From an optimization exercise on the open Yosys and OpenROAD flow, aimed at small area; shortcuts taken in it are not production practice.
RTL that was checked went through simulation tests only; none was proved equivalent to the original.
No activity file was given, so power comes from the tool's default toggle rates.

## alu_32
module alu_32(
    input clk, rst,
    input [31:0] a_in, b_in,
    input [3:0] select,
    output reg [31:0] y_out,
    output reg flag, carry_bit);
  wire [31:0] a_rev;
  genvar gi;
  generate for (gi = 0; gi < 32; gi = gi + 1) begin : rv
    assign a_rev[gi] = a_in[31 - gi];
  end endgenerate
  wire pp1;
  wire pp2;
  wire pp3;
  wire pp4;
  wire pp5;
  wire pp6;
  wire pp7;
  wire pp8;
  wire pp9;
  wire pp10;
  wire pp11;
  wire pp12;
  wire pp13;
  wire pp14;
  wire pp15;
  wire pp16;
  wire pp17;
  wire pp18;
  wire pp19;
  wire pp20;
  wire pp21;
  wire pp22;
  wire pp23;
  wire pp24;
  wire pp25;
  wire pp26;
  wire pp27;
  wire pp28;
  wire pp29;
  wire pp30;
  wire pp31;
  wire pp32;
  wire ng33;
  wire pp34;
  wire pp35;
  wire pp36;
  wire pp37;
  wire pp38;
  wire pp39;
  wire pp40;
  wire pp41;
  wire pp42;
  wire pp43;
  wire pp44;
  wire pp45;
  wire pp46;
  wire pp47;
  wire pp48;
  wire pp49;
  wire pp50;
  wire pp51;
  wire pp52;
  wire pp53;
  wire pp54;
  wire pp55;
  wire pp56;
  wire pp57;
  wire pp58;
  wire pp59;
  wire pp60;
  wire pp61;
  wire pp62;
  wire pp63;
  wire pp64;
  wire pp65;
  wire pp66;
  wire pp67;
  wire pp68;
  wire pp69;
  wire pp70;
  wire pp71;
  wire pp72;
  wire pp73;
  wire pp74;
  wire pp75;
  wire pp76;
  wire pp77;
  wire pp78;
  wire pp79;
  wire pp80;
  wire pp81;
  wire pp82;
  wire pp83;
  wire pp84;
  wire pp85;
  wire pp86;
  wire pp87;
  wire pp88;
  wire pp89;
  wire pp90;
  wire pp91;
  wire pp92;
  wire pp93;
  wire pp94;
  wire pp95;
  wire pp96;
  wire pp97;
  wire pp98;
  wire pp99;
  wire pp100;
  wire pp101;
  wire pp102;
  wire pp103;
  wire pp104;
  wire pp105;
  wire pp106;
  wire pp107;
  wire pp108;
  wire pp109;
  wire pp110;
  wire pp111;
  wire pp112;
  wire pp113;
  wire pp114;
  wire pp115;
  wire pp116;
  wire pp117;
  wire pp118;
  wire pp119;
  wire pp120;
  wire pp121;
  wire pp122;
  wire pp123;
  wire pp124;
  wire pp125;
  wire pp126;
  wire pp127;
  wire pp128;
  wire pp129;
  wire pp130;
  wire pp131;
  wire pp132;
  wire pp133;
  wire pp134;
  wire pp135;
  wire pp136;
  wire pp137;
  wire pp138;
  wire pp139;
  wire pp140;
  wire pp141;
  wire pp142;
  wire pp143;
  wire pp144;
  wire pp145;
  wire pp146;
  wire pp147;
  wire pp148;
  wire pp149;
  wire pp150;
  wire pp151;
  ...
For scale: ~1600 cells after synthesis, ~100 I/O pins, roughly 15000 µm² of cells after synthesis.
clock: 10.0 ns
lec_check: 0
cap_margin: 20
core_margin: 2
core_utilization: 40
gpl_timing_driven: 0
slew_margin: 20
synth_hierarchical: 1
run.sh (not shown) runs the stock make flow with config.mk's settings and CLKGATE_MAP_FILE= SYNTH_SCRIPT=/design/flow/synth_recipe.tcl, a recipe that flattens the netlist after the stock synthesis.
The baseline produced a clean layout.
Rerun with:
--- a/flow/config.mk
+++ b/flow/config.mk
@@ -9,4 +9,4 @@
 export CORE_MARGIN = 2
-export CORE_UTILIZATION = 40
-export GPL_TIMING_DRIVEN = 0
+export CORE_UTILIZATION = 65
+export PLACE_DENSITY = 0.75
 export SLEW_MARGIN = 20
Result:
- The changed run finished with timing, DRC and antenna clean
- area after synthesis is unchanged
- setup slack is better by 0.18 ns
- routed wire length came out lower by 15%

Another version of the RTL of alu_32 (not shown whole).
Size in the first run: ~1,600 cells after synthesis, about 100 I/O pins.
## alu_32
module alu_32(
    input clk, rst,
    input [31:0] a_in, b_in,
    input [3:0] select,
    output reg [31:0] y_out,
    output reg flag, carry_bit);
==> flow/config.mk <==
export PLATFORM = sky130hd
export DESIGN_NAME = alu_32
export DESIGN_NICKNAME = alu_32
export VERILOG_FILES = /design/flow/design.v
export SDC_FILE = /design/flow/constraint.sdc
export NUM_CORES = 4
export LEC_CHECK = 0
export CAP_MARGIN = 20
export CORE_MARGIN = 2
export CORE_UTILIZATION = 70
export CTS_BUF_LIST = sky130_fd_sc_hd__clkbuf_8
export PLACE_DENSITY = 0.8
export SLEW_MARGIN = 20
export SYNTH_HIERARCHICAL = 1
==> flow/constraint.sdc <==
create_clock -name core_clock -period 10.0 [get_ports {clk}]
set_input_delay 2.0000 -clock core_clock [delete_from_list [all_inputs] [get_ports {clk}]]
set_output_delay 2.0000 -clock core_clock [all_outputs]
set_load 0.01 [all_outputs]
standard.sh (not shown) runs the stock make flow with config.mk's settings and CLKGATE_MAP_FILE= SYNTH_SCRIPT=/design/flow/synth_recipe.tcl, a recipe that flattens the netlist after the stock synthesis.
==> flow/flow/run.sh <==
#!/bin/bash
# Layout flow: the standard ORFS flow (standard.sh, unchanged synthesis),
# with the port buffers made of the smallest buffer cell instead of the
# default delay buffer, and power/area recovery on paths with positive slack
# after global routing. Each tool's output goes to a log in this folder.
set -euo pipefail
export BUFFER_PORTS_ARGS="-buffer_cell sky130_fd_sc_hd__buf_1"
export RECOVER_POWER=100
bash standard.sh > standard.log 2>&1
Rerun with:
- CORE_UTILIZATION: 70 -> 60
- PLACE_DENSITY: 0.8 -> 0.7
Outcome: The changed run finished with timing, DRC and antenna clean; global-route usage came out lower by 6.3 points; setup slack is better by 0.10 ns; combinational power barely changes; final area is about the same; register-to-register slack is better by 0.05 ns; synthesized area does not change; non-clock buffer count came out lower by 2; routed wire length came out higher by 0.52%; via count came out lower by 2.2%; final cell count came out higher by 2.5%; count of clock-buffer cells in the layout came out lower by 1.
No functional check of the RTL was part of any run of this note.

alu_32 again, from the RTL that the note above started with.
==> flow/config.mk <==
export PLATFORM = sky130hd
export DESIGN_NAME = alu_32
export DESIGN_NICKNAME = alu_32
export VERILOG_FILES = /design/flow/design.v
export SDC_FILE = /design/flow/constraint.sdc
export NUM_CORES = 4
export LEC_CHECK = 0
export CAP_MARGIN = 20
export CORE_MARGIN = 2
export CORE_UTILIZATION = 40
export CTS_BUF_LIST = sky130_fd_sc_hd__clkbuf_8
export GPL_TIMING_DRIVEN = 0
export SLEW_MARGIN = 20
export SYNTH_HIERARCHICAL = 1
==> flow/constraint.sdc <==
create_clock -name core_clock -period 10.0 [get_ports {clk}]
set_input_delay 2.0000 -clock core_clock [delete_from_list [all_inputs] [get_ports {clk}]]
set_output_delay 2.0000 -clock core_clock [all_outputs]
set_load 0.01 [all_outputs]
==> flow/flow/run.sh <==
#!/bin/bash
# Layout flow: the standard ORFS flow (standard.sh, unchanged synthesis),
# with the port buffers made of the smallest buffer cell instead of the
# default delay buffer, and synthesis's buffers removed at floorplan so that
# the placer's repair rebuffers only the nets that need it. Each tool's
# output goes to a log in this folder.
set -euo pipefail
export BUFFER_PORTS_ARGS="-buffer_cell sky130_fd_sc_hd__buf_1"
export REMOVE_ABC_BUFFERS=1
bash standard.sh > standard.log 2>&1
The starting point finished with timing, DRC and antenna clean.
Then changed:
==> flow/flow/run.sh (replaced) <==
#!/bin/bash
# Layout flow: the standard ORFS flow (standard.sh, unchanged synthesis),
# with the port buffers made of the smallest buffer cell instead of the
# default delay buffer, and power/area recovery on paths with positive slack
# after global routing. Each tool's output goes to a log in this folder.
set -euo pipefail
export BUFFER_PORTS_ARGS="-buffer_cell sky130_fd_sc_hd__buf_1"
export RECOVER_POWER=100
bash standard.sh > standard.log 2>&1
Settings changed: GPL_TIMING_DRIVEN 0 to unset.
The new run completed without violations. Total power came out higher by 3.9%. Utilization came out lower by 0.91 points. Worst setup slack improves by 0.32 ns. Sequential power barely changes. Non-clock buffer count is higher by 47. Die area does not change. Clock skew is unchanged.
Function was not checked in any run of this note: the RTL went through the layout flow alone.

port drivers added, routing unchanged:
The results above use ideal ports. As a check the final layouts listed here were re-extracted and re-timed, cells and wires unchanged. Step 1 sets driving cells, clkbuf_16 on the clock port and buf_2 on the other inputs (assumed; they add their load-dependent delay and slew). Step 2 moves the port delays by t, midway between the first and last clock arrival at a register: inputs arrive t later, outputs are due t later. That takes back most of the time a late clock gives input paths. Three values: ideal, step 1, step 2; two values: the first two.
| run | t (ns) | setup slack, ns | worst setup path after step 2 |
|---|---|---|---|
| the first run of note 1 | 0.313 | 0.130 / 0.135 / -0.178 | input to register |
| the second run of note 1 | 0.312 | 0.311 / 0.318 / 0.005 | input to register |
| the first run of note 2 | 0.334 | 0.526 / 0.538 / 0.204 | input to register |
| the second run of note 2 | 0.336 | 0.628 / 0.636 / 0.300 | input to register |
| the first run of note 3 | 0.386 | 0.299 / 0.305 / -0.080 | input to register |
| the second run of note 3 | 0.333 | 0.617 / 0.623 / 0.290 | input to register |
Met with ideal ports but missed after step 2: setup timing in the first run of note 1 and the first run of note 3. The setup slack of the first run of note 3, which loses most, moves by +0.006 ns with the drivers and by -0.379 ns with both steps.
